What follows belongs to an exercise in optimizing a design on an open flow for a short achievable clock period and few clock cycles; a production flow would make more cautious choices. In this exercise RTL edits were held to simulation tests only and were not proved equivalent to the original. Power and IR drop assume default switching activity.

$ cat config.mk
export PLATFORM = sky130hd
export DESIGN_NAME = KGP_RISC
export DESIGN_NICKNAME = KGP_RISC
export VERILOG_FILES = /design/flow/design.v
export SDC_FILE = /design/flow/constraint.sdc
export NUM_CORES = 4
export LEC_CHECK = 0
export CAP_MARGIN = 20
export CORE_MARGIN = 2
export CORE_UTILIZATION = 35
export SLEW_MARGIN = 20
$ cat constraint.sdc
create_clock -name core_clock -period 12.0 [get_ports {clk}]
set_input_delay 2.4000 -clock core_clock [delete_from_list [all_inputs] [get_ports {clk}]]
set_output_delay 2.4000 -clock core_clock [all_outputs]
set_load 0.01 [all_outputs]
$ cat design.v
`timescale 1ns / 1ps
module CLA #(parameter W = 32) (A, B, CI, S, CO);
	input [W-1:0] A, B;
	input CI;
	output [W-1:0] S;
	output CO;
	parameter L = 5;           
	wire [W-1:0] g [0:L];
	wire [W-1:0] p [0:L];
	wire [W-1:0] hp = A ^ B;
	assign g[0] = (A & B) | {{(W-1){1'b0}}, hp[0] & CI};
	assign p[0] = hp;
	genvar k, i;
	generate
		for (k = 0; k < L; k = k + 1) begin : lvl
			for (i = 0; i < W; i = i + 1) begin : bit_
				if (i >= (1 << k)) begin : m
					assign g[k+1][i] = g[k][i] | (p[k][i] & g[k][i - (1 << k)]);
					assign p[k+1][i] = p[k][i] & p[k][i - (1 << k)];
				end else begin : t
					assign g[k+1][i] = g[k][i];
					assign p[k+1][i] = p[k][i];
				end
			end
		end
	endgenerate
	assign S = hp ^ {g[L][W-2:0], CI};
	assign CO = g[L][W-1];
endmodule
`timescale 1ns / 1ps
module KGP_RISC(rst,clk,imem_addr,imem_rdata,dmem_addr,dmem_wdata,dmem_we,dmem_rdata,rout,halted);
	input clk,rst;
	output [31:0] imem_addr;
	input [31:0] imem_rdata;
	output [31:0] dmem_addr,dmem_wdata;
	output dmem_we;
	input [31:0] dmem_rdata;
	output [31:0] rout;
	output reg halted;
	reg [31:0] pc_o;           
	reg [31:0] m_ao;           
	reg m_we;
	reg [31:0] r30_o;          
	integer i;
	reg [31:0] pc;
	reg stopped;
	reg [31:0] link;           
	reg lp_v;                  
	reg [31:0] lp_pc, lp_tgt;
	reg d_v;
	reg [31:0] d_ir, d_pc, d_pc4;
	reg d_pt;                  
	reg hA_E, hA_M, hA_W, hB_E, hB_M, hB_W;
	reg [31:0] rs_oh, rt_oh;
	reg [31:0] d_ptgt;         
	reg e_v;
	reg [31:0] e_a, e_bx, e_sd, e_pc4, e_tgt, e_ptgt;
	reg e_af1, e_bf1, e_sf1;    
	reg e_inv, e_setc, e_wen, e_lw, e_sw, e_halt;
	reg [4:0] e_rd;
	reg [6:0] e_rsel;      
	reg e_chk;             
	reg [2:0] e_bty;       
	reg e_pred;            
	reg e_azero;           
	reg e_brchk;           
	reg e_tbad;            
	reg m_v;
	reg [31:0] m_res, m_sd;
	reg m_wen, m_lw, m_sw, m_halt;
	reg [4:0] m_rd;
	reg w_v;
	reg [31:0] w_val;
	reg w_wen;
	reg [4:0] w_rd;
	reg cflag;
	reg [31:0] rf [0:31];
	reg [31:0] zf;
	wire [31:0] rv [0:31];
	genvar g;
	generate for (g = 0; g < 32; g = g + 1) begin : rd_
		assign rv[g] = zf[g] ? 32'd0 : rf[g];
	end endgenerate
	assign imem_addr = pc_o;
	assign rout = r30_o;
	assign dmem_addr = m_ao;
	assign dmem_wdata = m_sd;
	assign dmem_we = m_we;
	wire [29:0] pcw = pc[31:2];
	wire [29:0] pc_all1;
	assign pc_all1[0] = 1'b1;
	genvar q;
	generate for (q = 1; q < 30; q = q + 1) begin : inc_
		assign pc_all1[q] = &pcw[q-1:0];
	end endgenerate
	wire [31:0] pc4 = {pcw ^ pc_all1, pc[1:0]};
	wire [5:0] f_op = imem_rdata[31:26];
	wire f_jmp = (f_op == 6'd5) | (f_op == 6'd6);
	wire f_ret = (f_op == 6'd11);
	wire f_lp  = lp_v & (pc == lp_pc);
	wire [31:0] f_jtgt = {pc4[31:28], imem_rdata[25:0], 2'b00};
	wire [31:0] f_otgt = f_ret ? link : lp_tgt;
	wire f_pt = f_jmp | f_ret | f_lp;
	wire [31:0] A  = e_af1 ? m_res : e_a;
	wire [31:0] Bx = e_bf1 ? (m_res ^ {32{e_inv}}) : e_bx;
	wire [31:0] SD = e_sf1 ? m_res : e_sd;
	wire [32:0] sum;
	CLA #(32) e_add(.A(A), .B(Bx), .CI(e_inv), .S(sum[31:0]), .CO(sum[32]));
	wire [31:0] axb = A ^ Bx;
	wire [31:0] aob = A | Bx;
	wire e_sumz = &(axb ~^ {aob[30:0], e_inv});
	wire [31:0] B = Bx;       
	wire big = |B[31:5];
	wire [31:0] sll = big ? 32'd0 : (A << B[4:0]);
	wire [31:0] srl = big ? 32'd0 : (A >> B[4:0]);
	wire [31:0] sra0 = $signed(A) >>> B[4:0];
	wire [31:0] sra = big ? {32{A[31]}} : sra0;
	wire [31:0] res_o = ({32{e_rsel[1]}} & (A & B)) |
	                  ({32{e_rsel[2]}} & (A ^ B)) |
	                  ({32{e_rsel[3]}} & sll) |
	                  ({32{e_rsel[4]}} & srl) |
	                  ({32{e_rsel[5]}} & sra) |
	                  ({32{e_rsel[6]}} & e_pc4);
	wire [31:0] res = e_rsel[0] ? sum[31:0] : res_o;
	wire a_zero = e_af1 ? m_zero : e_azero;
	wire e_taken = (e_bty == 3'd0) ? a_zero :
	               (e_bty == 3'd1) ? ~a_zero :
	               (e_bty == 3'd2) ? A[31] :
	               (e_bty == 3'd3) ? cflag : ~cflag;
	wire e_dirbad = e_chk & (e_taken != e_pred);
	wire e_brbad  = e_brchk & (A != e_ptgt);
	wire e_tgtbad = e_tbad & (e_tgt != e_ptgt) & (~e_chk | e_taken);
	wire e_redir = e_v & (e_dirbad | e_brbad | e_tgtbad);
	wire [31:0] e_target = e_brchk ? A : ((e_chk & ~e_taken) ? e_pc4 : e_tgt);
	wire [5:0] op = d_ir[31:26];
	wire [4:0] rs = d_ir[25:21];
	wire [4:0] rt = d_ir[20:16];
	wire [31:0] simm = {{16{d_ir[15]}}, d_ir[15:0]};
	wire [5:0] fn = d_ir[10:5];
	wire is_r    = (op == 6'd0);
	wire is_comp = (op == 6'd1);
	wire is_addi = (op == 6'd2);
	wire is_compi= (op == 6'd3);
	wire is_sh   = (op == 6'd4);
	wire is_b    = (op == 6'd5);
	wire is_bl   = (op == 6'd6);
	wire is_bcy  = (op == 6'd7);
	wire is_bncy = (op == 6'd8);
	wire is_lw   = (op == 6'd9);
	wire is_sw   = (op == 6'd10);
	wire is_br   = (op == 6'd11);
	wire is_bltz = (op == 6'd12);
	wire is_bz   = (op == 6'd13);
	wire is_bnz  = (op == 6'd14);
	wire is_halt = (op == 6'd63);
	wire is_rb   = is_bltz | is_bz | is_bnz;
	wire is_cb   = is_bcy | is_bncy;
	wire useA    = is_r | is_addi | is_sh | is_lw | is_sw | is_br | is_rb;
	wire useB    = is_r | is_comp | is_sw;
	wire wen     = is_r | is_comp | is_addi | is_compi | is_sh | is_lw | is_bl;
	wire [4:0] rd = is_lw ? rt : (is_bl ? 5'd31 : rs);
	wire mA = hA_M & m_v & m_wen & ~m_lw;
	wire mlA_ = hA_M & m_v & m_wen & m_lw;
	wire mlB_ = hB_M & m_v & m_wen & m_lw;
	wire wA = hA_W & w_v & w_wen;
	wire mB = hB_M & m_v & m_wen & ~m_lw;
	wire wB = hB_W & w_v & w_wen;
	reg [31:0] ra, rb;
	reg ra_zero;
	always @(*) begin
		ra = 32'd0;
		rb = 32'd0;
		ra_zero = 1'b0;
		for (i = 0; i < 32; i = i + 1) begin
			ra = ra | ({32{rs_oh[i]}} & rv[i]);
			rb = rb | ({32{rt_oh[i]}} & rv[i]);
			ra_zero = ra_zero | (rs_oh[i] & zf[i]);
		end
	end
	wire [31:0] va = mA ? m_res : (wA ? w_val : ra);
	wire [31:0] vb = mB ? m_res : (wB ? w_val : rb);
	wire [31:0] xa = mlA_ ? dmem_rdata : va;      
	wire [31:0] xb = mlB_ ? dmem_rdata : vb;
	wire ld_zero = (dmem_rdata == 32'd0);
	wire m_zero = (m_res == 32'd0);
	wire w_zero = (w_val == 32'd0);
	wire va_zero = mA ? m_zero : (wA ? w_zero : ra_zero);
	wire eA  = hA_E & e_v & e_wen;
	wire eB  = hB_E & e_v & e_wen;
	wire mlA = mlA_;
	wire mlB = mlB_;
	wire ld_use = e_v & e_lw & ((useA & hA_E) | (useB & hB_E));
	wire d_stall = d_v & ld_use;
	wire [29:0] d_btgt_w;
	wire d_btgt_co;
	CLA #(30) d_add(.A(d_pc4[31:2]), .B(simm[29:0]), .CI(1'b0), .S(d_btgt_w), .CO(d_btgt_co));
	wire [31:0] d_btgt = {d_btgt_w, d_pc4[1:0]};
	wire [31:0] d_jtgt = {d_pc4[31:28], d_ir[25:0], 2'b00};
	wire ez = is_bz | is_bnz;
	wire rb_ready = ~(eA | mlA);
	wire d_zero = va_zero;
	wire cb_ready = ~(e_v & e_setc);
	wire rb_taken = (is_bz & d_zero) | (is_bnz & ~d_zero) | (is_bltz & va[31]);
	wire cb_taken = (is_bcy & cflag) | (is_bncy & ~cflag);
	wire rb_pred = d_pt | d_ir[15];           
	wire d_taken = is_b | is_bl | (is_br & d_pt) |
	               (is_rb & (rb_ready ? rb_taken : rb_pred)) |
	               (is_cb & cb_ready & cb_taken);
	wire d_redir = d_v & ~d_stall & (d_taken != d_pt);
	wire [31:0] d_target = ~d_taken ? d_pc4 : (is_rb ? d_btgt : d_jtgt);
	wire d_halt = d_v & is_halt & ~e_redir;
	wire d_go = d_v & ~d_stall & ~e_redir;    
	wire f_go = ~e_redir & ~d_stall & ~(d_v & d_redir) & ~stopped & ~d_halt;
	wire [31:0] f_next = f_jmp ? f_jtgt : ((f_ret | f_lp) ? f_otgt : pc4);
	wire [31:0] pc_next = e_redir ? e_target :
	                      d_stall ? pc :
	                      d_redir ? d_target :
	                      (stopped | d_halt) ? pc : f_next;
	always @(posedge clk or posedge rst) begin
		if (rst) begin
			pc <= 32'd0;
			stopped <= 1'b0;
			d_v <= 1'b0;
		end else begin
			pc <= pc_next;
			if (e_redir | (~d_stall & (d_redir | stopped | d_halt))) d_v <= 1'b0;
			else if (~d_stall) d_v <= 1'b1;
			if (~e_redir & ~d_stall & ~d_redir & d_halt) stopped <= 1'b1;
		end
	end
	always @(posedge clk) begin
		pc_o <= rst ? 32'd0 : pc_next;
	end
	always @(posedge clk) begin
		if (~d_stall) begin
			d_ir <= imem_rdata;
			d_pc <= pc;
			d_pc4 <= pc4;
			d_pt <= f_pt;
			rs_oh <= 32'd1 << imem_rdata[25:21];
			rt_oh <= 32'd1 << imem_rdata[20:16];
			d_ptgt <= f_jmp ? f_jtgt : f_otgt;
		end
	end
	always @(posedge clk) begin
		if (~d_stall) begin
			hA_E <= (imem_rdata[25:21] == rd);
			hA_M <= (imem_rdata[25:21] == e_rd);
			hA_W <= (imem_rdata[25:21] == m_rd);
			hB_E <= (imem_rdata[20:16] == rd);
			hB_M <= (imem_rdata[20:16] == e_rd);
			hB_W <= (imem_rdata[20:16] == m_rd);
		end else begin
			hA_E <= 1'b0;
			hA_M <= hA_E;
			hA_W <= hA_M;
			hB_E <= 1'b0;
			hB_M <= hB_E;
			hB_W <= hB_M;
		end
	end
	always @(posedge clk or posedge rst) begin
		if (rst) begin
			lp_v <= 1'b0;
		end else if (d_v & is_rb & d_ir[15]) begin
			lp_v <= 1'b1;
		end
	end
	always @(posedge clk or posedge rst) begin
		if (rst) link <= 32'd0;
		else if (d_v & ~d_stall & is_bl) link <= d_pc4;
	end
	always @(posedge clk) begin
		if (d_v & is_rb & d_ir[15]) begin
			lp_pc <= d_pc;
			lp_tgt <= d_btgt;
		end
	end
	always @(posedge clk or posedge rst) begin
		if (rst) e_v <= 1'b0;
		else e_v <= d_go;
	end
	always @(posedge clk) begin
		begin
			e_a    <= (is_comp | is_compi) ? 32'd0 : xa;
			e_bx   <= ((is_r | is_comp) ? xb : (is_sh ? {27'd0, d_ir[15:11]} : simm)) ^
			          {32{(is_r & (fn == 6'd1)) | is_comp | is_compi}};
			e_sd   <= xb;
			e_af1  <= useA & eA;
			e_bf1  <= (is_r | is_comp) & eB;
			e_sf1  <= eB;
			e_inv  <= (is_r & (fn == 6'd1)) | is_comp | is_compi;
			e_setc <= (is_r & (fn[5:1] == 5'd0)) | is_comp | is_addi | is_compi;
			e_wen  <= wen;
			e_lw   <= is_lw;
			e_sw   <= is_sw;
			e_halt <= is_halt;
			e_rd   <= rd;
			e_rsel <= { is_bl,
			            (is_r | is_sh) & (fn == 6'd6),
			            (is_r | is_sh) & (fn == 6'd5),
			            (is_r | is_sh) & (fn == 6'd4),
			            is_r & (fn == 6'd3),
			            is_r & (fn == 6'd2),
			            (is_r & (fn[5:1] == 5'd0)) | is_comp | is_addi | is_compi | is_lw | is_sw };
			e_pc4  <= d_pc4;
			e_tgt  <= is_rb ? d_btgt : d_jtgt;
			e_ptgt <= d_pt ? d_ptgt : d_pc4;
			e_chk  <= (is_rb & ~rb_ready) | (is_cb & ~cb_ready);
			e_bty  <= is_bz ? 3'd0 : is_bnz ? 3'd1 : is_bltz ? 3'd2 : is_bcy ? 3'd3 : 3'd4;
			e_pred <= is_rb & rb_pred;
			e_azero <= mlA ? ld_zero : va_zero;
			e_brchk <= is_br;
			e_tbad <= is_rb & d_pt;
		end
	end
	always @(posedge clk or posedge rst) begin
		if (rst) cflag <= 1'b0;
		else if (e_v & e_setc) cflag <= sum[32];
	end
	always @(posedge clk or posedge rst) begin
		if (rst) begin
			m_v <= 1'b0;
			m_we <= 1'b0;
		end else begin
			m_v <= e_v;
			m_we <= e_v & e_sw;
		end
	end
	always @(posedge clk) begin
		m_res  <= res;
		m_ao   <= sum[31:0];
		m_sd   <= SD;
		m_wen  <= e_wen;
		m_lw   <= e_lw;
		m_sw   <= e_sw;
		m_halt <= e_halt;
		m_rd   <= e_rd;
	end
	always @(posedge clk or posedge rst) begin
		if (rst) halted <= 1'b0;
		else if (m_v & m_halt) halted <= 1'b1;
	end
	always @(posedge clk or posedge rst) begin
		if (rst) w_v <= 1'b0;
		else w_v <= m_v;
	end
	always @(posedge clk) begin
		w_val <= m_lw ? dmem_rdata : m_res;
		w_wen <= m_wen;
		w_rd  <= m_rd;
	end
	always @(posedge clk) begin
		if (w_v & w_wen) rf[w_rd] <= w_val;
	end
	always @(posedge clk or posedge rst) begin
		if (rst) r30_o <= 32'd0;
		else if (w_v & w_wen & (w_rd == 5'd30)) r30_o <= w_val;
	end
	always @(posedge clk or posedge rst) begin
		if (rst) zf <= 32'hffffffff;
		else if (w_v & w_wen) zf[w_rd] <= w_zero;
	end
endmodule
$ cat flow/run.sh
#!/bin/bash
set -euo pipefail
bash standard.sh finish SETUP_SLACK_MARGIN=8.4 "BUFFER_PORTS_ARGS=-buffer_cell sky130_fd_sc_hd__buf_4" > flow_make.log 2>&1
$ cat standard.sh
#!/bin/bash
# synth_recipe.tcl (not shown) runs the flow's synth.tcl, then flattens the netlist and writes it again
# the make line also repeats each setting of config.mk as NAME=value (left out here)
make -C /OpenROAD-flow-scripts/flow DESIGN_CONFIG=/design/flow/config.mk WORK_HOME=/design/flow/orfs CLKGATE_MAP_FILE= SYNTH_SCRIPT=/design/flow/synth_recipe.tcl "${@:-finish}"
==> impl_results.rst, run 1 <==
.. list-table::
   :header-rows: 1

   * - Metric
     - Value
   * - Number of flip-flops under the largest register name
     - 1024
   * - Max Transition Viols Final
     - 0
   * - Synth-to-layout area growth
     - 23.3%
   * - Seq/Total Area, Yosys
     - 0.611
   * - Setup repair after global routing missed its margin
     - yes
   * - Met2 track utilization from global routing
     - 0.492
   * - Skew-Pair Late Insertion Delay
     - roughly 0.9 ns
   * - Via density per instance
     - between 6 and 7
   * - Hpwl dp
     - ~260000 µm
   * - GR Util met1
     - 0.413
   * - Normalized max-slew margin
     - 0.144
   * - Cell area after placement
     - 87700 µm²
   * - Clk root buf
     - sky130_fd_sc_hd__clkbuf_16
   * - Layout cell share with drive strength beyond 1
     - 0.249
   * - Power density cells
     - 179 nW/µm²
   * - Worst R2R Setup Slack
     - 7.89 ns
   * - Number of antenna violations at the first check in global routing
     - 35
   * - Largest fanout on the critical path
     - 21
   * - Post-route clock period utilization
     - 0.342
   * - Cell count after synthesis
     - 6694
   * - DRC violation count after routing
     - 0
   * - Fill cell total of the finished layout
     - between 20000 and 25000
   * - Run status
     - no timing/DRC/antenna violations
   * - Detailed Routing Iterations Pass 1
     - 21
   * - Number of cells on the worst reg-to-reg path
     - 16
   * - Met3 global-route usage
     - 0.140
   * - Average instance area after synthesis
     - 12.2 µm²
   * - Critical path start-end classification
     - flip-flop to flip-flop
   * - Busiest layer in global routing
     - met2
   * - First-pass GRT wire length
     - 563000 µm
   * - GR Util All Layers
     - 0.342
   * - Via count
     - roughly 72000
   * - Fin util
     - 0.433
   * - Max-cap violations
     - 0
   * - Hold slack final
     - about 0.35 ns
   * - Startpoint of the lowest-slack register-to-register path
     - m_res[4]
   * - Routed wire length
     - roughly 420000 µm
   * - Number of cells on the worst hold path
     - 0
   * - Number of placement rows
     - between 150 and 200
   * - Worst endpoint data arrival time
     - between 4 and 5 ns
   * - Overall die area
     - 237000 µm²
   * - End point of the worst hold path
     - m_lw
   * - DRT antenna net count
     - 0
   * - Congestion Overflow GR
     - 0
   * - Fin. Hold Viols
     - 0
   * - Launch instance of the worst min-delay path
     - e_lw
   * - Register bit total from synthesis
     - 1815
   * - DP Worst Slack
     - 6.56 ns
   * - Maximum frequency from static timing analysis
     - 0.243 GHz
   * - Clock buffers created by TritonCTS
     - approximately 190
   * - YS warnings
     - 3
   * - Count of pins on the block boundary
     - around 200
   * - Minimum clock period
     - 4.11 ns
   * - Clock tree skew after final layout
     - about 0.10 ns
   * - Top_reg_cell synth
     - sky130_fd_sc_hd__edfxtp_1
   * - Mapped cell area
     - 81600 µm²
   * - Maximum number of pins on one net before global-route repair
     - 84
   * - # nets final
     - roughly 7200
   * - Top library cells by usage in the layout, fill and taps aside
     - sky130_fd_sc_hd__edfxtp_1, sky130_fd_sc_hd__a22oi_1, sky130_fd_sc_hd__buf_4
   * - CTS clk-pin slew, worst paths
     - around 0.06 ns
   * - Max IR drop VDD
     - 140 µV
   * - Summed negative setup slack over all endpoints
     - 0 ns
   * - Number of enable-type register cells in the synthesized netlist
     - 1277
   * - Initial Utilization
     - 0.351
   * - R2R Path End
     - m_res[31]
   * - Number of H-tree branching levels
     - 4
   * - Number of hold-repair buffers added at the cts stage
     - 0
   * - Min setup slack post-route
     - 7.89 ns
   * - Largest reg by FF count
     - rf
   * - Post-synthesis async set-or-reset flop share
     - 0.0755
   * - Final Instance Area
     - 101000 µm²
   * - Required time at the endpoint of the critical path
     - 12.74 ns
   * - Leakage power of the design
     - 35.6 nW
   * - Crit. End Element
     - flip-flop
   * - Category of the worst setup path launch point
     - flip-flop
   * - Worst-margin pin slew
     - between 1 and 1.5 ns
   * - Most common cell after layout, fill and taps aside
     - sky130_fd_sc_hd__edfxtp_1
   * - TritonCTS clock tree
     - built
   * - Number of failing setup endpoints in the final timing report
     - 0
   * - Count of port buffers added during placement
     - slightly below 200
   * - Area of the core region
     - 232000 µm²
   * - CTS sink cnt
     - approximately 1800
   * - Post-detailed-route wirelength per cell
     - 41.2 µm
   * - Synth Net Count
     - 6834
   * - Bufs on Longest Clock Path
     - 3
   * - Via count of the first global-routing pass
     - 66774
   * - Class of the worst hold path
     - flip-flop to flip-flop
   * - Die height
     - 487 µm
   * - Final weighted congestion in routability-driven placement
     - between 1 and 1.5
   * - Number of DRC violations after detailed-routing iteration 0
     - 15391
   * - Number of distinct standard cells referenced by the synthesized netlist
     - 99
   * - Horiz. Die Dim
     - ~500 µm
[kinds of logic after synthesis]
group                      share of synthesized area
xor gates and xnor gates                      0.0291
muxes                                         0.0539
buffers and inverters                         0.0279
and+or+nand+nor                               0.0961
AOI/OAI and AO/OA                              0.171
DFF                                            0.611
adders and majority gates                     0.0116
[synth_stat cells (100+ instances only)]
master / count / area [µm²]
sky130_fd_sc_hd__a21oi_1: 317 / 1590
sky130_fd_sc_hd__a221oi_1: 100 / 876
sky130_fd_sc_hd__a22o_1: 105 / 920
sky130_fd_sc_hd__a22oi_1: 738 / 5540
sky130_fd_sc_hd__clkbuf_1: 382 / 1430
sky130_fd_sc_hd__dfrtp_1: 105 / 2630
sky130_fd_sc_hd__dfxtp_1: 401 / 8030
sky130_fd_sc_hd__edfxtp_1: 1277 / 38300
sky130_fd_sc_hd__inv_1: 110 / 413
sky130_fd_sc_hd__mux2_2: 176 / 1980
sky130_fd_sc_hd__mux2i_1: 240 / 2400
sky130_fd_sc_hd__nand2_1: 390 / 1460
sky130_fd_sc_hd__nand3_1: 211 / 1060
sky130_fd_sc_hd__nand4_1: 184 / 1150
sky130_fd_sc_hd__nor2_1: 399 / 1500
sky130_fd_sc_hd__o21ai_0: 188 / 941
sky130_fd_sc_hd__xnor2_1: 188 / 1650
[through the flow]
| stage | instances | power (mW) |
|---|---|---|
| 2_1_floorplan | 6694 | 9.46 |
| 3_3_place_gp | 9676 | 11.0 |
| 3_5_place_dp | 9676 | 11.0 |
| 4_1_cts | 10209 | 17.6 |
| 5_1_grt | 10289 | 18.4 |
| 6_report | 10317 | 18.0 |
[worst max path at each step]
| stage | startpoint | to | slack [ns] | cells after the start |
|---|---|---|---|---|
| floorplan | e_inv | m_res[31] | 7.78 | 19 |
| global placement | imem_rdata[28] | pc_o[9] | 6.66 | 10 |
| detailed placement | w_val[19] | pc_o[12] | 6.56 | 11 |
| CTS | e_inv | m_res[31] | 7.93 | 17 |
| global route | e_inv | m_res[31] | 7.83 | 17 |
| finish | m_res[4] | m_res[31] | 7.89 | 16 |
[per-layer routing]
layer | routed length [µm] | vias up
li1 | - | 27088
met1 | 143000 | 34703
met2 | 175000 | 7582
met3 | 65900 | 2356
met4 | 40100 | 40
met5 | 668 | -
[layout make-up]
class	count	area, µm²	share of cell area
flip-flops and latches	1815	50100	0.498
multi-input cells	4293	32800	0.326
repair buffers	664	6710	0.0667
clock buffers	251	5300	0.0527
well taps	3043	3810	0.0378
clock inverters	103	1300	0.0130
inverters	114	517	0.00513
diodes	32	80.1	0.000796
repair inverters	2	20.0	0.000199
[what timing repair did]
item,in CTS,in global routing
resized for setup,698,231
endpoints found under the setup margin,475,261
buffers inserted,156,70
cloned,23,4
pin swaps,110,115
[where the power goes]
group	switching [mW]	leakage [nW]	internal [mW]
Sequential	0.743	17.1	7.35
Combinational	2.16	15.3	1.48
Clock	2.69	3.23	3.62
[worst max-delay path, stage by stage (launching register included)]
cell and delay, ns:
sky130_fd_sc_hd__dfxtp_2 0.54, sky130_fd_sc_hd__xnor2_2 0.15, sky130_fd_sc_hd__a21o_1 0.17, sky130_fd_sc_hd__buf_12 0.15, sky130_fd_sc_hd__inv_16 0.07, sky130_fd_sc_hd__ha_4 0.17
sky130_fd_sc_hd__or3_4 0.36, sky130_fd_sc_hd__nand2b_4 0.15, sky130_fd_sc_hd__a211o_1 0.27, sky130_fd_sc_hd__and3_4 0.17, sky130_fd_sc_hd__a221o_2 0.42, sky130_fd_sc_hd__a31oi_4 0.21
sky130_fd_sc_hd__nor2b_2 0.07, sky130_fd_sc_hd__or4_4 0.43, sky130_fd_sc_hd__a311oi_2 0.28, sky130_fd_sc_hd__xnor2_1 0.18, sky130_fd_sc_hd__a2bb2oi_1 0.19
Testbench counts, summed over its fixed seeds: cycles 65,200.
==> inputs of run 2 (changes only) <==
--- a/design.v
+++ b/design.v
@@ -64,4 +64,6 @@
 	reg e_pred;            
 	reg e_azero;           
+	reg e_wz;              
+	reg e_wzok;            
 	reg e_brchk;           
 	reg e_tbad;            
@@ -198,6 +200,12 @@
 	wire [31:0] d_jtgt = {d_pc4[31:28], d_ir[25:0], 2'b00};
 	wire ez = is_bz | is_bnz;
-	wire rb_ready = ~(eA | mlA);
-	wire d_zero = va_zero;
+	wire rb_ready = ~((eA & ~(e_wzok & ez)) | mlA);
+	wire d_zero = eA ? e_wz : va_zero;
+	wire d_inv = (is_r & (fn == 6'd1)) | is_comp | is_compi;
+	wire [31:0] za = (is_comp | is_compi) ? 32'd0 : xa;
+	wire [31:0] zb = ((is_r | is_comp) ? xb : simm) ^ {32{d_inv}};
+	wire [31:0] zaxb = za ^ zb;
+	wire [31:0] zaob = za | zb;
+	wire d_wz = &(zaxb ~^ {zaob[30:0], d_inv});
 	wire cb_ready = ~(e_v & e_setc);
 	wire rb_taken = (is_bz & d_zero) | (is_bnz & ~d_zero) | (is_bltz & va[31]);
@@ -283,5 +291,5 @@
 	always @(posedge clk) begin
 		begin
-			e_a    <= (is_comp | is_compi) ? 32'd0 : xa;
+			e_a    <= za;
 			e_bx   <= ((is_r | is_comp) ? xb : (is_sh ? {27'd0, d_ir[15:11]} : simm)) ^
 			          {32{(is_r & (fn == 6'd1)) | is_comp | is_compi}};
@@ -290,5 +298,8 @@
 			e_bf1  <= (is_r | is_comp) & eB;
 			e_sf1  <= eB;
-			e_inv  <= (is_r & (fn == 6'd1)) | is_comp | is_compi;
+			e_inv  <= d_inv;
+			e_wz   <= d_wz;
+			e_wzok <= ((is_r & (fn[5:1] == 5'd0)) | is_comp | is_addi | is_compi) &
+			          ~(useA & eA) & ~((is_r | is_comp) & eB);
 			e_setc <= (is_r & (fn[5:1] == 5'd0)) | is_comp | is_addi | is_compi;
 			e_wen  <= wen;
@@ -354,9 +365,9 @@
 		if (w_v & w_wen) rf[w_rd] <= w_val;
 	end
-	always @(posedge clk or posedge rst) begin
+	always @(posedge clk) begin
 		if (rst) r30_o <= 32'd0;
 		else if (w_v & w_wen & (w_rd == 5'd30)) r30_o <= w_val;
 	end
-	always @(posedge clk or posedge rst) begin
+	always @(posedge clk) begin
 		if (rst) zf <= 32'hffffffff;
 		else if (w_v & w_wen) zf[w_rd] <= w_zero;
==> run 2 against run 1 <==
Net effect: clock skew shrank 0.024 ns; power shrank 7.9%; synthesized cell count grew 4.0%; non-clock buffer count grew 164; clock power shrank 1%; die area grew 1.9%; first-iteration DRC count grew 6.9%; critical endpoint is now e_wz.
==> impl_results.rst, run 2 <==
.. list-table::
   :header-rows: 1

   * - Metric
     - Value
   * - Post-synthesis async set-or-reset flop share
     - 0.0402 (-0.0353)
   * - Number of hold-repair buffers added at the cts stage
     - 0 (unchanged)
   * - Overall die area
     - 242000 µm² (+1.9%)
   * - Bufs on Longest Clock Path
     - 3 (unchanged)
   * - Crit. End Element
     - flip-flop
   * - DRC violation count after routing
     - 0 (unchanged)
   * - Critical path start-end classification
     - flip-flop to flip-flop
   * - Final Instance Area
     - 105000 µm² (+4.1%)
   * - DP Worst Slack
     - 6.70 ns (+0.136 ns)
   * - Via count
     - 74793 (+4.2%)
   * - TritonCTS clock tree
     - built
   * - Max Transition Viols Final
     - 0 (unchanged)
   * - Cell count after synthesis
     - 6965 (+4.0%)
   * - Routed wire length
     - 440000 µm (+3.5%)
   * - Layout cell share with drive strength beyond 1
     - 0.269 (+0.0202)
   * - Slowest cell delay on critical path
     - 0.61 ns (+0.07 ns)
   * - Top post-synthesis cells by area
     - sky130_fd_sc_hd__edfxtp_1, sky130_fd_sc_hd__dfxtp_1, sky130_fd_sc_hd__a22oi_1
   * - Minimum clock period
     - 4.44 ns (+0.329 ns)
   * - Worst-margin pin slew
     - 1.14 ns (-0.140 ns)
   * - Clk root buf
     - sky130_fd_sc_hd__clkbuf_16
   * - Summed negative setup slack over all endpoints
     - 0 ns (unchanged)
   * - Post-detailed-route wirelength per cell
     - 40.5 µm (-1.7%)
   * - Power density cells
     - 159 nW/µm² (-12%)
   * - Number of buffers and inverters on the critical path
     - 2 (unchanged)
   * - YS warnings
     - 3 (unchanged)
   * - Count of port buffers added during placement
     - 195 (unchanged)
   * - Horiz. Die Dim
     - 492 µm (+0.95%)
   * - Max IR drop VDD
     - 137 µV (-2.1%)
   * - DRT antenna net count
     - 0 (unchanged)
   * - Final weighted congestion in routability-driven placement
     - 1.03 (+1.0%)
   * - Seq/Total Area, Yosys
     - 0.595 (-0.0154)
   * - Cell with the most instances after synthesis
     - sky130_fd_sc_hd__edfxtp_1
   * - Number of enable-type register cells in the synthesized netlist
     - 1277 (unchanged)
   * - Startpoint of the lowest-slack register-to-register path
     - rs_oh[30]
   * - Largest reg by FF count
     - rf
   * - Fraction of synthesized cell area taken by the top area cell type
     - 0.461 (-0.00885)
   * - Run status
     - no timing/DRC/antenna violations
   * - Worst setup path start
     - rs_oh[30]
   * - Number of flip-flops under the largest register name
     - 1024 (unchanged)
   * - Initial Utilization
     - 0.353 (+0.00137)
   * - Count of pins on the block boundary
     - 196 (unchanged)
   * - Worst endpoint data arrival time
     - 5.21 ns (+0.36 ns)
   * - Clock tree skew after final layout
     - 0.0783 ns (-0.0242 ns)
   * - Number of distinct standard cells referenced by the synthesized netlist
     - 106 (+7.1%)
   * - Leakage power of the design
     - 37.1 nW (+4.2%)
   * - Synth Net Count
     - 7136 (+4.4%)
   * - Via count of the first global-routing pass
     - 69332 (+3.8%)
   * - Hpwl dp
     - 265000 µm (+3.4%)
   * - Number of failing setup endpoints in the final timing report
     - 0 (unchanged)
   * - Most frequent cells after synthesis
     - sky130_fd_sc_hd__edfxtp_1, sky130_fd_sc_hd__a22oi_1, sky130_fd_sc_hd__dfxtp_1, sky130_fd_sc_hd__nand2_1, sky130_fd_sc_hd__nor2_1
   * - Area of the core region
     - 236000 µm² (+1.5%)
   * - First-pass GRT wire length
     - 581000 µm (+3.2%)
   * - Maximum number of pins on one net before global-route repair
     - 77 (-8.3%)
   * - Required time at the endpoint of the critical path
     - 12.78 ns (+0.04 ns)
   * - Fill cell total of the finished layout
     - 21384 (+1.5%)
   * - Mapped cell area
     - 83200 µm² (+1.9%)
   * - Synth-to-layout area growth
     - 25.9%
   * - Maximum frequency from static timing analysis
     - 0.225 GHz (-7.4%)
   * - Clock buffers created by TritonCTS
     - 188 (+1.1%)
   * - GR Util All Layers
     - 0.345 (+0.00271)
   * - Worst R2R Setup Slack
     - 7.56 ns (-0.33 ns)
   * - CTS clk-pin slew, worst paths
     - 0.06 ns (about the same)
   * - Skew-Pair Late Insertion Delay
     - 0.92 ns (about the same)
   * - Detailed Routing Iterations Pass 1
     - 13 (-38%)
   * - Number of placement rows
     - 178 (+0.56%)
   * - Min setup slack post-route
     - 7.56 ns (-0.329 ns)
   * - Most common cell after layout, fill and taps aside
     - sky130_fd_sc_hd__edfxtp_1
   * - Fin. Hold Viols
     - 0 (unchanged)
   * - # nets final
     - 7699 (+6.7%)
   * - Highest-delay cell along the critical path
     - sky130_fd_sc_hd__a211oi_2
   * - Max-cap violations
     - 0 (unchanged)
   * - Register bit total from synthesis
     - 1817 (+0.11%)
   * - CTS sink cnt
     - 1817 (+0.11%)
   * - Top_reg_cell synth
     - sky130_fd_sc_hd__edfxtp_1
   * - Fin util
     - 0.444 (+0.0108)
   * - Setup repair after global routing missed its margin
     - yes
   * - Category of the worst setup path launch point
     - flip-flop
   * - Number of DRC violations after detailed-routing iteration 0
     - 16447 (+6.9%)
   * - Number of H-tree branching levels
     - 4 (unchanged)
   * - Class of the worst hold path
     - flip-flop to flip-flop
   * - Number of antenna violations at the first check in global routing
     - 27 (-23%)
   * - Category of cells accounting for the largest share of critical-path delay
     - simple AND/OR/NAND/NOR gates
   * - Largest fanout on the critical path
     - 16 (-24%)
   * - Average instance area after synthesis
     - 11.9 µm² (-2.0%)
   * - Die height
     - 492 µm (+0.95%)
   * - Post-route clock period utilization
     - 0.370 (+0.0274)
   * - Top library cells by usage in the layout, fill and taps aside
     - sky130_fd_sc_hd__edfxtp_1, sky130_fd_sc_hd__a22oi_1, sky130_fd_sc_hd__buf_4
   * - Via density per instance
     - 6.89 (-1.0%)
   * - Congestion Overflow GR
     - 0 (unchanged)
   * - Cells along the critical path
     - nor2b_4, buf_6, buf_6, a22oi_1, nand3_1, nor4_1, a211oi_2, a21oi_1, or2_2, ha_1, xor2_1, nand4_1, nor4_1, nand4_1, a21oi_2
   * - Launch instance of the worst min-delay path
     - e_halt
   * - Normalized max-slew margin
     - 0.243 (+0.0986)
   * - Library cell occupying the most area in the post-synthesis netlist
     - sky130_fd_sc_hd__edfxtp_1
   * - Cell area after placement
     - 90100 µm² (+2.6%)
==> run 2: power breakdown <==
group | switching [mW] | internal, mW | total [mW]
Sequential | 0.667 | 7.23 | 7.90
Clock | 2.73 | 3.52 | 6.25
Combinational | 1.43 | 1.04 | 2.46
Total | 4.83 | 11.8 | 16.6
==> run 2: what timing repair did <==
item                       4_1_cts  5_1_grt
setup endpoints to repair      446      271
pin swaps                       96      103
cloned                          21       15
buffers inserted               229      126
gates resized for setup        816      283
==> run 2: routing by layer <==
metal	up-vias	share of wire	global-route usage
met2	7782	0.41	0.496
met5	-	0.0014	0.00496
met3	2518	0.15	0.147
li1	28375	-	-
met1	36082	0.33	0.406
met4	36	0.10	0.261
==> run 2: stage by stage <==
step	total power [mW]	hold slack, ns	cells
2_1_floorplan	8.95	0.310	6965
3_3_place_gp	9.99	0.318	10096
3_5_place_dp	10.0	0.312	10097
4_1_cts	16.3	0.344	10702
5_1_grt	17.0	0.353	10847
6_report	16.6	0.345	10863
==> run 2: layout make-up <==
type                            instances  area (µm²)  share of cell area
Clock buffer                          248        5210              0.0497
Antenna cell                           20        50.0            0.000478
Sequential cell                      1817       49800               0.476
Clock inverter                        107        1300              0.0124
Timing Repair Buffer                  828        8720              0.0833
Inverter                              164         678             0.00647
Multi-Input combinational cell       4529       35000               0.334
Tap cell                             3150        3940              0.0376
==> run 2: final timing paths <==
check / end / cells past startpoint
setup / recovery: e_wz / 15
min in group asynchronous: m_we / 2
hold / removal: m_halt / 0
max in group asynchronous: e_v / 3
setup reg to reg: e_wz / 15
hold reg to reg: m_halt / 0
==> run 2: cells by family (layout without fill, tap and decap cells) <==
kind of cell    Yosys count  after routing  share of synthesized area
compound gates         1994           1995                      0.175
xor+xnor                303            303                     0.0319
fa+ha+maj               105            105                     0.0161
buf+inv                 627           1347                     0.0292
flops                  1817           1817                      0.595
mux                     406            406                     0.0510
other cells               0             20                          0
simple gates           1713           1720                      0.102
Testbench counts of run 2, summed over its fixed seeds: cycles 63,771.
==> inputs of run 3 (changes only) <==
--- a/design.v
+++ b/design.v
@@ -107,9 +107,11 @@
 	wire [31:0] Bx = e_bf1 ? (m_res ^ {32{e_inv}}) : e_bx;
 	wire [31:0] SD = e_sf1 ? m_res : e_sd;
-	wire [32:0] sum;
-	CLA #(32) e_add(.A(A), .B(Bx), .CI(e_inv), .S(sum[31:0]), .CO(sum[32]));
-	wire [31:0] axb = A ^ Bx;
-	wire [31:0] aob = A | Bx;
-	wire e_sumz = &(axb ~^ {aob[30:0], e_inv});
+	wire [31:0] m_resx = m_res ^ {32{e_inv}};
+	wire [32:0] s00, s01, s10, s11;
+	CLA #(32) e_add00(.A(e_a),   .B(e_bx),   .CI(e_inv), .S(s00[31:0]), .CO(s00[32]));
+	CLA #(32) e_add01(.A(e_a),   .B(m_resx), .CI(e_inv), .S(s01[31:0]), .CO(s01[32]));
+	CLA #(32) e_add10(.A(m_res), .B(e_bx),   .CI(e_inv), .S(s10[31:0]), .CO(s10[32]));
+	CLA #(32) e_add11(.A(m_res), .B(m_resx), .CI(e_inv), .S(s11[31:0]), .CO(s11[32]));
+	wire [32:0] sum = e_af1 ? (e_bf1 ? s11 : s10) : (e_bf1 ? s01 : s00);
 	wire [31:0] B = Bx;       
 	wire big = |B[31:5];
==> run 3 against run 2 <==
Net effect: still clean on timing, DRC and antenna; final cell count increased by 9.5%; non-clock buffer count increased by 82; sequential power increased by 0.8%; count of clock-buffer cells in the layout decreased by 3; utilization increased by 0.54 points; clock power increased by 3%; setup slack improved by 0.20 ns; die area increased by 6.1%; highest routed layer unchanged.
==> impl_results.rst, run 3 <==
.. list-table::
   :header-rows: 1

   * - Metric
     - Value
   * - Fin. Hold Viols
     - 0 (unchanged)
   * - TritonCTS clock tree
     - built
   * - Die height
     - 506 µm (+3.0%)
   * - Overall die area
     - 256000 µm² (+6.1%)
   * - Top library cells by usage in the layout, fill and taps aside
     - sky130_fd_sc_hd__edfxtp_1, sky130_fd_sc_hd__a22oi_1, sky130_fd_sc_hd__nor2_1
   * - Fraction of synthesized cell area taken by the top area cell type
     - 0.434 (-0.0269)
   * - Cell with the most instances after synthesis
     - sky130_fd_sc_hd__edfxtp_1
   * - Max IR drop VDD
     - 164 µV (+20%)
   * - Maximum frequency from static timing analysis
     - 0.236 GHz (+4.8%)
   * - Most frequent cells after synthesis
     - sky130_fd_sc_hd__edfxtp_1, sky130_fd_sc_hd__a22oi_1, sky130_fd_sc_hd__nor2_1, sky130_fd_sc_hd__nand2_1, sky130_fd_sc_hd__dfxtp_1
   * - DRC violation count after routing
     - 0 (unchanged)
   * - Number of DRC violations after detailed-routing iteration 0
     - 17410 (+5.9%)
   * - Leakage power of the design
     - 41.1 nW (+11%)
   * - Clk root buf
     - sky130_fd_sc_hd__clkbuf_16
   * - Final weighted congestion in routability-driven placement
     - 0.999 (-2.7%)
   * - Layout cell share with drive strength beyond 1
     - 0.272 (+0.00285)
   * - Normalized max-slew margin
     - 0.160 (-0.0829)
   * - Number of antenna violations at the first check in global routing
     - 39 (+44%)
   * - Number of H-tree branching levels
     - 4 (unchanged)
   * - DRT antenna net count
     - 0 (unchanged)
   * - Horiz. Die Dim
     - 506 µm (+3.0%)
   * - Category of the worst setup path launch point
     - flip-flop
   * - Class of the worst hold path
     - flip-flop to flip-flop
   * - Number of distinct standard cells referenced by the synthesized netlist
     - 108 (+1.9%)
   * - Post-route clock period utilization
     - 0.353 (-0.0169)
   * - Mapped cell area
     - 88300 µm² (+6.2%)
   * - Average instance area after synthesis
     - 11.4 µm² (-4.3%)
   * - Via count of the first global-routing pass
     - 76105 (+9.8%)
   * - Post-detailed-route wirelength per cell
     - 39.7 µm (-1.9%)
   * - Via count
     - 81687 (+9.2%)
   * - Hpwl dp
     - 292000 µm (+10%)
   * - Number of enable-type register cells in the synthesized netlist
     - 1277 (unchanged)
   * - Summed negative setup slack over all endpoints
     - 0 ns (unchanged)
   * - Worst-margin pin slew
     - 1.25 ns (+0.115 ns)
   * - Detailed Routing Iterations Pass 1
     - 12 (-1)
   * - Required time at the endpoint of the critical path
     - 12.80 ns (+0.02 ns)
   * - Number of cells on the worst reg-to-reg path
     - 18 (+3)
   * - CTS sink cnt
     - 1817 (unchanged)
   * - Setup repair after global routing missed its margin
     - yes
   * - Worst setup path start
     - rt_oh[28]
   * - Number of flip-flops under the largest register name
     - 1024 (unchanged)
   * - Cell count after synthesis
     - 7726 (+11%)
   * - Minimum clock period
     - 4.23 ns (-0.203 ns)
   * - Routed wire length
     - 472000 µm (+7.4%)
   * - Clock tree skew after final layout
     - 0.109 ns (+0.0312 ns)
   * - Worst R2R Setup Slack
     - 7.77 ns (+0.20 ns)
   * - Power density cells
     - 152 nW/µm² (-4.1%)
   * - CTS clk-pin slew, worst paths
     - 0.06 ns (about the same)
   * - Crit. End Element
     - flip-flop
   * - Post-synthesis async set-or-reset flop share
     - 0.0402 (unchanged)
   * - Worst endpoint data arrival time
     - 5.03 ns (-0.18 ns)
   * - Run status
     - no timing/DRC/antenna violations
   * - Via density per instance
     - 6.87 (-0.22%)
   * - Number of failing setup endpoints in the final timing report
     - 0 (unchanged)
   * - GR Util All Layers
     - 0.350 (+0.00522)
   * - First-pass GRT wire length
     - 628000 µm (+8.1%)
   * - R2R Path End
     - e_wz
   * - Area of the core region
     - 251000 µm² (+6.5%)
   * - Destination of the critical timing path
     - e_wz
   * - Largest reg by FF count
     - rf
   * - Initial Utilization
     - 0.352 (-0.000980)
   * - Count of port buffers added during placement
     - 195 (unchanged)
   * - Placed insts
     - 11051 (+9.4%)
   * - Maximum number of pins on one net before global-route repair
     - 82 (+6.5%)
   * - Startpoint of the lowest-slack register-to-register path
     - rt_oh[28]
   * - Largest fanout on the critical path
     - 22 (+6)
   * - Max-cap violations
     - 0 (unchanged)
   * - Top_reg_cell synth
     - sky130_fd_sc_hd__edfxtp_1
   * - Launch instance of the worst min-delay path
     - e_halt
   * - Max Transition Viols Final
     - 0 (unchanged)
   * - Most common cell after layout, fill and taps aside
     - sky130_fd_sc_hd__edfxtp_1
   * - Seq/Total Area, Yosys
     - 0.561 (-0.0347)
   * - Register bit total from synthesis
     - 1817 (unchanged)
   * - # nets final
     - 8651 (+12%)
   * - YS warnings
     - 3 (unchanged)
   * - Synth Net Count
     - 8026 (+12%)
   * - Synth-to-layout area growth
     - 27.8%
   * - Library cell occupying the most area in the post-synthesis netlist
     - sky130_fd_sc_hd__edfxtp_1
   * - Count of pins on the block boundary
     - 196 (unchanged)
   * - Critical path start-end classification
     - flip-flop to flip-flop
   * - Bufs on Longest Clock Path
     - 3 (unchanged)
   * - Top post-synthesis cells by area
     - sky130_fd_sc_hd__edfxtp_1, sky130_fd_sc_hd__dfxtp_1, sky130_fd_sc_hd__a22oi_1
   * - Congestion Overflow GR
     - 0 (unchanged)
   * - Final instance count without filler cells
     - 11890 (+9.5%)
   * - Clock buffers created by TritonCTS
     - 192 (+2.1%)
   * - Skew-Pair Late Insertion Delay
     - 0.93 ns (about the same)
   * - Number of placement rows
     - 184 (+3.4%)
## run 3: final cells by class
cell class	instances	area, µm²
repair inverters	2	22.5
well taps	3348	4190
diodes	26	65.1
flip-flops and latches	1817	49800
fillers	22658	138000
clock inverters	114	1580
inverters	187	787
multi-input cells	5241	41300
clock buffers	245	5190
repair buffers	910	9920
## run 3: how the worst min path moves through the flow
stage,cells past startpoint,slack [ns],end
floorplan,0,0.31,m_halt
global placement,0,0.32,m_halt
detailed placement,0,0.32,m_halt
CTS,0,0.35,m_halt
global route,0,0.36,m_halt
finish,0,0.35,m_halt
## run 3: layer usage
metal | up-vias | share of wire | track usage
met3 | 2623 | 0.15 | 0.139
met2 | 8362 | 0.41 | 0.504
met5 | - | 0.0012 | 0.00593
met1 | 39356 | 0.34 | 0.416
met4 | 44 | 0.10 | 0.271
li1 | 31302 | - | -
## run 3: worst max-delay path, stage by stage (launching register included)
cell	delay (ns)
sky130_fd_sc_hd__edfxtp_1	0.39
sky130_fd_sc_hd__nor2b_4	0.15
sky130_fd_sc_hd__buf_12	0.17
sky130_fd_sc_hd__buf_12	0.25
sky130_fd_sc_hd__a22o_1	0.24
sky130_fd_sc_hd__a221oi_1	0.25
sky130_fd_sc_hd__nand3_1	0.12
sky130_fd_sc_hd__nor2_1	0.14
sky130_fd_sc_hd__nand3_1	0.11
sky130_fd_sc_hd__o211ai_1	0.36
sky130_fd_sc_hd__o21ai_1	0.27
sky130_fd_sc_hd__o21ai_2	0.26
sky130_fd_sc_hd__xnor2_2	0.15
sky130_fd_sc_hd__ha_2	0.32
sky130_fd_sc_hd__xor2_2	0.19
sky130_fd_sc_hd__nand4_1	0.14
sky130_fd_sc_hd__nor3_2	0.20
sky130_fd_sc_hd__nand4_1	0.21
sky130_fd_sc_hd__a21oi_1	0.17
## run 3: metrics by stage
step / utilization / area [µm²] / hold slack, ns / total power, mW / setup WS [ns]
after floorplan: - / 89000 / 0.310 / 9.05 / 7.65
after global placement: 0.380 / 95300 / 0.316 / 10.2 / 6.44
after detailed placement: 0.380 / 95400 / 0.318 / 10.2 / 6.47
after CTS: 0.437 / 110000 / 0.346 / 16.9 / 7.99
after global routing: 0.449 / 113000 / 0.359 / 17.5 / 7.81
final: 0.449 / 113000 / 0.352 / 17.2 / 7.77
## run 3: kinds of logic after synthesis
kind of cell	after synthesis	synth area share
compound gates	2233	0.179
simple gates	2003	0.111
flops	1817	0.561
buf+inv	675	0.0295
xor+xnor	387	0.0384
mux	377	0.0478
fa+ha+maj	234	0.0337
## run 3: what timing repair did
action	in CTS	in global routing
setup buffers	279	133
pin swaps	196	183
gates cloned	30	10
resized for setup	1110	381
hold buffers	0	0
endpoints found under the setup margin	407	355
## run 3: power breakdown
part           total (mW)  internal, mW  switching, mW  leakage, nW
Combinational        2.77          1.18           1.60         20.8
Clock                6.44          3.66           2.78         3.27
Sequential           7.96          7.23          0.731         17.0
Total                17.2          12.1           5.11         41.1
Testbench counts of run 3, summed over its fixed seeds: cycles 63,771.
==> inputs of run 4 (changes only) <==
==> flow/run.sh (replaced) <==
#!/bin/bash
set -euo pipefail
bash standard.sh finish SETUP_SLACK_MARGIN=8.8 "BUFFER_PORTS_ARGS=-buffer_cell sky130_fd_sc_hd__buf_4" > flow_make.log 2>&1
==> run 4 against run 3 <==
Net effect: fmax shrank 4.1%; die area is the same; sequential share of layout area shrank 0.35 points; design area grew 0.84%; global-route usage grew 0.35 points; setup slack lost 0.18 ns; register-to-register slack lost 0.18 ns; clock skew grew 0.017 ns; largest power group unchanged.
==> impl_results.rst, run 4 <==
.. list-table::
   :header-rows: 1

   * - Metric
     - Value
   * - Largest fanout on the critical path
     - 19 (-14%)
   * - Routed wire length
     - 475000 µm (+0.73%)
   * - Number of flip-flops under the largest register name
     - 1024 (unchanged)
   * - Number of enable-type register cells in the synthesized netlist
     - 1277 (unchanged)
   * - Cell area after placement
     - 95300 µm² (about the same)
   * - Number of placement rows
     - 184 (unchanged)
   * - Count of pins on the block boundary
     - 196 (unchanged)
   * - Number of DRC violations after detailed-routing iteration 0
     - 17979 (+3.3%)
   * - Cell with the most instances after synthesis
     - sky130_fd_sc_hd__edfxtp_1
   * - Setup repair after global routing missed its margin
     - yes
   * - Bufs on Longest Clock Path
     - 3 (unchanged)
   * - Via count
     - 82123 (+0.53%)
   * - Final weighted congestion in routability-driven placement
     - 1.01 (+1.2%)
   * - Slowest cell delay on critical path
     - 0.79 ns (+0.40 ns)
   * - Category of the worst setup path launch point
     - flip-flop
   * - First-pass GRT wire length
     - 634000 µm (+0.92%)
   * - Number of failing setup endpoints in the final timing report
     - 0 (unchanged)
   * - Top library cells by usage in the layout, fill and taps aside
     - sky130_fd_sc_hd__edfxtp_1, sky130_fd_sc_hd__a22oi_1, sky130_fd_sc_hd__buf_4
   * - Number of H-tree branching levels
     - 4 (unchanged)
   * - Highest-delay cell along the critical path
     - sky130_fd_sc_hd__a211oi_2
   * - Class of the worst hold path
     - flip-flop to flip-flop
   * - Fraction of synthesized cell area taken by the top area cell type
     - 0.434 (unchanged)
   * - Overall die area
     - 256000 µm² (unchanged)
   * - Largest reg by FF count
     - rf
   * - Congestion Overflow GR
     - 0 (unchanged)
   * - Top_reg_cell synth
     - sky130_fd_sc_hd__edfxtp_1
   * - Worst endpoint data arrival time
     - 5.17 ns (+0.14 ns)
   * - Synth Net Count
     - 8026 (unchanged)
   * - Critical path start-end classification
     - flip-flop to flip-flop
   * - Clock tree skew after final layout
     - 0.127 ns (+0.0172 ns)
   * - Placed insts
     - 11043 (-0.072%)
   * - Summed negative setup slack over all endpoints
     - 0 ns (unchanged)
   * - Mapped cell area
     - 88300 µm² (unchanged)
   * - Hpwl dp
     - 291000 µm (-0.33%)
   * - DRT antenna net count
     - 0 (unchanged)
   * - Final Instance Area
     - 114000 µm² (+0.84%)
   * - Post-route clock period utilization
     - 0.368 (+0.0152)
   * - Clk root buf
     - sky130_fd_sc_hd__clkbuf_16
   * - TritonCTS clock tree
     - built
   * - Via density per instance
     - 6.87 (about the same)
   * - Detailed Routing Iterations Pass 1
     - 13 (+1)
   * - Skew-Pair Late Insertion Delay
     - 0.93 ns (about the same)
   * - Cells along the critical path
     - nor2b_4, buf_4, buf_8, a22oi_1, nand3_1, nor4_2, a211oi_2, a21oi_1, or2_2, ha_1, xor2_2, nand4_1, nor4_1, nand4_1, a21oi_1
   * - # nets final
     - 8711 (+0.69%)
   * - Leakage power of the design
     - 41.5 nW (+0.95%)
   * - Number of distinct standard cells referenced by the synthesized netlist
     - 108 (unchanged)
   * - Maximum frequency from static timing analysis
     - 0.226 GHz (-4.1%)
   * - Tot Pwr
     - 17.4 mW (+1.2%)
   * - Horiz. Die Dim
     - 506 µm (unchanged)
   * - Via count of the first global-routing pass
     - 76283 (+0.23%)
   * - Post-detailed-route wirelength per cell
     - 39.8 µm (+0.19%)
   * - Crit. End Element
     - flip-flop
   * - Min setup slack post-route
     - 7.58 ns (-0.183 ns)
   * - Run status
     - no timing/DRC/antenna violations
   * - Register bit total from synthesis
     - 1817 (unchanged)
   * - Initial Utilization
     - 0.352 (unchanged)
   * - Most frequent cells after synthesis
     - sky130_fd_sc_hd__edfxtp_1, sky130_fd_sc_hd__a22oi_1, sky130_fd_sc_hd__nor2_1, sky130_fd_sc_hd__nand2_1, sky130_fd_sc_hd__dfxtp_1
   * - Most common cell after layout, fill and taps aside
     - sky130_fd_sc_hd__edfxtp_1
   * - DP Worst Slack
     - 6.55 ns (+0.0868 ns)
   * - Normalized max-slew margin
     - 0.173 (+0.0132)
   * - Library cell occupying the most area in the post-synthesis netlist
     - sky130_fd_sc_hd__edfxtp_1
   * - Top post-synthesis cells by area
     - sky130_fd_sc_hd__edfxtp_1, sky130_fd_sc_hd__dfxtp_1, sky130_fd_sc_hd__a22oi_1
   * - Maximum number of pins on one net before global-route repair
     - 76 (-7.3%)
   * - Count of port buffers added during placement
     - 195 (unchanged)
   * - GR Util All Layers
     - 0.353 (+0.00347)
   * - DRC violation count after routing
     - 0 (unchanged)
   * - CTS sink cnt
     - 1817 (unchanged)
   * - Cell count after synthesis
     - 7726 (unchanged)
   * - Power density cells
     - 153 nW/µm² (+0.32%)
   * - Number of hold-repair buffers added at the cts stage
     - 0 (unchanged)
   * - Worst-margin pin slew
     - 1.24 ns (-0.0102 ns)
   * - Seq/Total Area, Yosys
     - 0.561 (unchanged)
   * - Area of the core region
     - 251000 µm² (unchanged)
   * - Final instance count without filler cells
     - 11954 (+0.54%)
   * - Max IR drop VDD
     - 155 µV (-5.6%)
   * - Clock buffers created by TritonCTS
     - 193 (+0.52%)
   * - YS warnings
     - 3 (unchanged)
   * - Number of antenna violations at the first check in global routing
     - 44 (+13%)
   * - Die height
     - 506 µm (unchanged)
   * - CTS clk-pin slew, worst paths
     - 0.06 ns (about the same)
   * - Average instance area after synthesis
     - 11.4 µm² (unchanged)
   * - Fin. Hold Viols
     - 0 (unchanged)
   * - Max-cap violations
     - 0 (unchanged)
   * - Post-synthesis async set-or-reset flop share
     - 0.0402 (unchanged)
   * - Minimum clock period
     - 4.42 ns (+0.183 ns)
   * - Required time at the endpoint of the critical path
     - 12.75 ns (-0.05 ns)
   * - Synth-to-layout area growth
     - 28.9%
   * - Max Transition Viols Final
     - 0 (unchanged)
   * - Layout cell share with drive strength beyond 1
     - 0.283 (+0.0108)
## run 4: cell counts after synthesis
Identical to the previous run, type by type.
## run 4: path summary, 6_finish.rpt
| check | slack [ns] | endpoint | depth (start not counted) | start |
|---|---|---|---|---|
| hold reg to reg | 0.35 | m_halt | 0 | e_halt |
| hold / removal | 0.35 | m_halt | 0 | e_halt |
| max in group asynchronous | 9.44 | halted | 3 | rst |
| setup reg to reg | 7.58 | e_wz | 15 | rs_oh[27] |
| min in group asynchronous | 1.80 | link[30] | 2 | rst |
| setup / recovery | 7.58 | e_wz | 15 | rs_oh[27] |
## run 4: kinds of logic (layout without fill, tap and decap cells)
family / Yosys count / in the layout / share of synthesized area
compound gates: 2233 / 2234 / 0.179
xor+xnor: 387 / 387 / 0.0384
fa+ha+maj: 234 / 234 / 0.0337
buf+inv: 675 / 1521 / 0.0295
flops: 1817 / 1817 / 0.561
mux: 377 / 377 / 0.0478
other cells: 0 / 26 / 0
simple gates: 2003 / 2010 / 0.111
## run 4: metal layers
layer  up-vias  track usage  routed length [µm]
met5         -      0.00407                 522
met4        40        0.266               47600
met3      2540        0.148               73400
met2      8416        0.508              194000
met1     39647        0.419              159000
li1      31480            -                   -
## run 4: repair_timing
item	in CTS	in global routing
setup endpoints to repair	1047	392
setup buffers	344	132
resized for setup	1226	332
endpoints found under the hold margin	0	0
pin swaps	198	159
gates cloned	37	8
## run 4: worst max-delay path: cells and delay by family (launching register included)
| family | cells | cell delay [ns] |
|---|---|---|
| adders and majority gates | 1 | 0.33 |
| DFF | 1 | 0.44 |
| xor gates and xnor gates | 1 | 0.33 |
| buffers and inverters | 2 | 0.73 |
| AOI/OAI and AO/OA | 4 | 1.20 |
| and+or+nand+nor | 7 | 1.23 |
## run 4: through the flow
stage,utilization,hold WS (ns)
floorplan,-,0.310
global placement,0.380,0.316
detailed placement,0.380,0.323
CTS,0.442,0.350
global route,0.453,0.349
finish,0.453,0.349
## run 4: power breakdown
part / switching [mW] / internal (mW)
combinational: 1.70 / 1.29
sequential: 0.746 / 7.22
clock: 2.78 / 3.64
total: 5.23 / 12.2
## run 4: final cells by class
cell class              instances  area [µm²]
well taps                    3348        4190
diodes                         26        65.1
repair inverters                1        8.76
clock buffers                 265        5440
fillers                     22604      137000
inverters                     187         791
clock inverters                99        1320
flip-flops and latches       1817       49800
multi-input cells            5242       41500
repair buffers                969       10700
==> inputs of run 5 (changes only) <==
--- a/design.v
+++ b/design.v
@@ -64,5 +64,5 @@
 	reg e_pred;            
 	reg e_azero;           
-	reg e_wz;              
+	reg [3:0] e_wz;        
 	reg e_wzok;            
 	reg e_brchk;           
@@ -203,5 +203,5 @@
 	wire ez = is_bz | is_bnz;
 	wire rb_ready = ~((eA & ~(e_wzok & ez)) | mlA);
-	wire d_zero = eA ? e_wz : va_zero;
+	wire d_zero = eA ? (&e_wz) : va_zero;
 	wire d_inv = (is_r & (fn == 6'd1)) | is_comp | is_compi;
 	wire [31:0] za = (is_comp | is_compi) ? 32'd0 : xa;
@@ -209,5 +209,6 @@
 	wire [31:0] zaxb = za ^ zb;
 	wire [31:0] zaob = za | zb;
-	wire d_wz = &(zaxb ~^ {zaob[30:0], d_inv});
+	wire [31:0] zbit = zaxb ~^ {zaob[30:0], d_inv};
+	wire [3:0] d_wz = {&zbit[31:24], &zbit[23:16], &zbit[15:8], &zbit[7:0]};
 	wire cb_ready = ~(e_v & e_setc);
 	wire rb_taken = (is_bz & d_zero) | (is_bnz & ~d_zero) | (is_bltz & va[31]);
==> flow/run.sh (replaced) <==
#!/bin/bash
set -euo pipefail
bash standard.sh finish SETUP_SLACK_MARGIN=8.4 "BUFFER_PORTS_ARGS=-buffer_cell sky130_fd_sc_hd__buf_4" > flow_make.log 2>&1
==> run 5 against run 4 <==
Net effect: still clean; die area grew 0.65%; final cell count grew 0.15%; clock skew shrank 0.018 ns; clock power shrank 1%.
==> impl_results.rst, run 5 <==
.. list-table::
   :header-rows: 1

   * - Metric
     - Value
   * - Critical path start-end classification
     - flip-flop to flip-flop
   * - Gate power share
     - 0.162 (-0.010)
   * - Number of placement rows
     - 185 (+0.54%)
   * - TritonCTS clock tree
     - built
   * - Library cell occupying the most area in the post-synthesis netlist
     - sky130_fd_sc_hd__edfxtp_1
   * - Via density per instance
     - 6.97 (+1.5%)
   * - YS warnings
     - 3 (unchanged)
   * - CTS sink cnt
     - 1820 (+0.17%)
   * - Class of the worst hold path
     - flip-flop to flip-flop
   * - Initial Utilization
     - 0.351 (-0.000889)
   * - First-pass GRT wire length
     - 640000 µm (+1.0%)
   * - Count of port buffers added during placement
     - 195 (unchanged)
   * - Post-synthesis async set-or-reset flop share
     - 0.0401 (-0.0000662)
   * - Synth-to-layout area growth
     - 28.2%
   * - Run status
     - no timing/DRC/antenna violations
   * - Maximum frequency from static timing analysis
     - 0.255 GHz (+12%)
   * - Largest reg by FF count
     - rf
   * - Min setup slack post-route
     - 8.07 ns (+0.490 ns)
   * - Number of distinct standard cells referenced by the synthesized netlist
     - 99 (-8.3%)
   * - Fraction of synthesized cell area taken by the top area cell type
     - 0.431 (-0.00283)
   * - DRC violation count after routing
     - 0 (unchanged)
   * - Post-detailed-route wirelength per cell
     - 41.0 µm (+3.2%)
   * - Destination of the critical timing path
     - e_wz[3]
   * - Power share of the sequential group
     - 0.465 (+0.006)
   * - Clk root buf
     - sky130_fd_sc_hd__clkbuf_16
   * - Congestion Overflow GR
     - 0 (unchanged)
   * - Seq/Total Area, Yosys
     - 0.558 (-0.00298)
   * - Final weighted congestion in routability-driven placement
     - 1.02 (+0.45%)
   * - Fin. Hold Viols
     - 0 (unchanged)
   * - Worst-margin pin slew
     - 1.43 ns (+0.189 ns)
   * - Fin util
     - 0.450 (-0.00356)
   * - GR Util All Layers
     - 0.357 (+0.00399)
   * - Cell count after synthesis
     - 7758 (+0.41%)
   * - Required time at the endpoint of the critical path
     - 12.81 ns (+0.06 ns)
   * - Maximum number of pins on one net before global-route repair
     - 78 (+2.6%)
   * - # nets final
     - 8697 (-0.16%)
   * - Layout cell share with drive strength beyond 1
     - 0.289 (+0.00635)
   * - Average instance area after synthesis
     - 11.5 µm² (+0.24%)
   * - Clock buffers created by TritonCTS
     - 194 (+0.52%)
   * - Switching share of power
     - 0.298 (-0.00256)
   * - Number of antenna violations at the first check in global routing
     - 34 (-23%)
   * - Cell with the most instances after synthesis
     - sky130_fd_sc_hd__edfxtp_1
   * - Net switching power
     - 5.06 mW (-3.2%)
   * - Power density cells
     - 149 nW/µm² (-2.4%)
   * - Number of cells on the worst reg-to-reg path
     - 12 (-3)
   * - Crit. End Element
     - flip-flop
   * - Horiz. Die Dim
     - 508 µm (+0.33%)
   * - Detailed Routing Iterations Pass 1
     - 17 (+4)
   * - Number of flip-flops under the largest register name
     - 1024 (unchanged)
   * - Worst setup path start
     - rs_oh[10]
   * - Count of pins on the block boundary
     - 196 (unchanged)
   * - R2R Path End
     - e_wz[3]
   * - Number of enable-type register cells in the synthesized netlist
     - 1277 (unchanged)
   * - Max Transition Viols Final
     - 0 (unchanged)
   * - Via count of the first global-routing pass
     - 76036 (-0.32%)
   * - Register bit total from synthesis
     - 1820 (+0.17%)
   * - Skew-Pair Late Insertion Delay
     - 0.96 ns (+0.03 ns)
   * - Synth Net Count
     - 8058 (+0.40%)
   * - Worst R2R Setup Slack
     - 8.07 ns (+0.49 ns)
   * - Int Power
     - 11.9 mW (-2.0%)
   * - Via count
     - 83495 (+1.7%)
   * - DP Worst Slack
     - 6.71 ns (+0.158 ns)
   * - Minimum clock period
     - 3.93 ns (-0.490 ns)
   * - Number of failing setup endpoints in the final timing report
     - 0 (unchanged)
   * - Overall die area
     - 258000 µm² (+0.65%)
   * - Bufs on Longest Clock Path
     - 3 (unchanged)
   * - Most common cell after layout, fill and taps aside
     - sky130_fd_sc_hd__edfxtp_1
   * - Max IR drop VDD
     - 177 µV (+14%)
   * - Clock tree skew after final layout
     - 0.108 ns (-0.0185 ns)
   * - Clock network power share
     - 0.373 (+0.004)
   * - Max-cap violations
     - 0 (unchanged)
## run 5: cell count changes in the layout (fill, tap and decap cells not counted), sizes merged, moves of 20 or more
cell	delta
nand2	+26
nand3b	+21
nor2	-54
xor2	+39
a21oi	+42
a211oi	-47
a22oi	-22
mux2i	+58
mux2	+21
xnor2	-29
o211ai	+20
buf	-50
## run 5: worst min path at each step
stage | start | cells after the start | endpoint | slack (ns)
floorplan | e_halt | 0 | m_halt | 0.31
global placement | e_halt | 0 | m_halt | 0.32
detailed placement | e_halt | 0 | m_halt | 0.32
CTS | e_halt | 0 | m_halt | 0.32
global route | e_halt | 0 | m_halt | 0.34
finish | e_halt | 0 | m_halt | 0.32
## run 5: cell type report
cell class | count | area, µm²
Multi-Input combinational cell | 5261 | 42100
Tap cell | 3366 | 4210
Inverter | 193 | 816
Clock buffer | 252 | 5420
Clock inverter | 115 | 1220
Fill cell | 22979 | 139000
Antenna cell | 38 | 95.1
Sequential cell | 1820 | 50000
Timing Repair Buffer | 927 | 10200
## run 5: worst max-delay path: stages, from the launching register on
cell	delay [ns]
sky130_fd_sc_hd__edfxtp_1	0.47
sky130_fd_sc_hd__nor2b_4	0.18
sky130_fd_sc_hd__buf_4	0.80
sky130_fd_sc_hd__a22oi_1	0.22
sky130_fd_sc_hd__nand4_1	0.13
sky130_fd_sc_hd__nor4_1	0.06
sky130_fd_sc_hd__a21oi_1	0.51
sky130_fd_sc_hd__a21oi_1	0.18
sky130_fd_sc_hd__or2_2	0.36
sky130_fd_sc_hd__ha_1	0.32
sky130_fd_sc_hd__xor2_1	0.17
sky130_fd_sc_hd__nand4_1	0.14
sky130_fd_sc_hd__nor3_2	0.21
## run 5: logic make-up (layout without fill, tap and decap cells)
| logic type | Yosys count | after routing | synth area share |
|---|---|---|---|
| AOI/OAI and AO/OA | 2235 | 2235 | 0.177 |
| buffers and inverters | 687 | 1487 | 0.0301 |
| DFF | 1820 | 1820 | 0.558 |
| and+or+nand+nor | 1937 | 1942 | 0.106 |
| adders and majority gates | 234 | 234 | 0.0334 |
| muxes | 448 | 453 | 0.0564 |
| xor gates and xnor gates | 397 | 397 | 0.0391 |
| other | 0 | 38 | 0 |
## run 5: stage by stage
stage | instances | instance area [µm²] | total power [mW] | hold WS, ns
after floorplan | 7758 | 90000 | 9.00 | 0.310
after global placement | 11043 | 96000 | 10.1 | 0.316
after detailed placement | 11043 | 96000 | 10.1 | 0.317
after CTS | 11730 | 110000 | 16.6 | 0.324
after global routing | 11949 | 114000 | 17.3 | 0.343
final | 11972 | 114000 | 17.0 | 0.320
## run 5: metal layers
| layer | GRT usage | wire (µm) | share of wire | up-vias |
|---|---|---|---|---|
| li1 | - | - | - | 31500 |
| met1 | 0.458 | 174000 | 0.35 | 40719 |
| met2 | 0.482 | 189000 | 0.38 | 8792 |
| met3 | 0.155 | 82800 | 0.17 | 2452 |
| met4 | 0.236 | 44300 | 0.090 | 32 |
| met5 | 0.0226 | 985 | 0.0020 | - |
## run 5: timing repair
item                                    4_1_cts  5_1_grt
resized for setup                          1034      441
endpoints found under the setup margin      519      345
cloned                                       34       23
setup buffers                               286      180
pin swaps                                   160      207
hold buffers                                  0        0
## run 5: power groups by stage
stage	clock [mW]	combinational (mW)	sequential, mW
floorplan	0	1.39	7.61
global placement	0	2.13	7.93
detailed placement	0	2.15	7.94
CTS	6.30	2.47	7.82
global route	6.53	2.87	7.88
finish	6.33	2.75	7.89
Testbench counts of run 5, summed over its fixed seeds: cycles 63,771.

port drivers added, routing unchanged:
How much do the figures lean on ideal ports? The routed layouts below were timed once more, with nothing changed but the port constraints.
Step 1, drivers: a clkbuf_16 drives clk and a buf_2 each remaining input, both assumed.
Step 2 also shifts input and output timing later by t, the mid clock arrival at the registers, as if the neighbouring blocks saw the same clock.
a / b / c = ideal / step 1 / step 2; a / b = the first two.
run	t, ns	setup WS [ns]	worst setup path at the end	clock arrival spread, ns	worst register clock-pin slew, ns
run 1	0.946	7.893 / 7.893 / 7.218	input to register	0.104 / 0.105	0.07 / 0.07
run 2	0.976	7.564 / 7.564 / 6.956	input to register	0.091 / 0.090	0.08 / 0.08
run 3	0.962	7.767 / 7.767 / 7.138	input to register	0.124 / 0.124	0.08 / 0.08
run 4	0.954	7.584 / 7.584 / 6.966	input to register	0.134 / 0.134	0.07 / 0.07
run 5	1.004	8.075 / 8.013 / 7.204	input to register	0.113 / 0.113	0.07 / 0.07
After both steps every run listed still meets setup and hold. For run 5, which loses most, drivers alone change the setup slack by -0.062 ns; drivers and shift together by -0.871 ns.
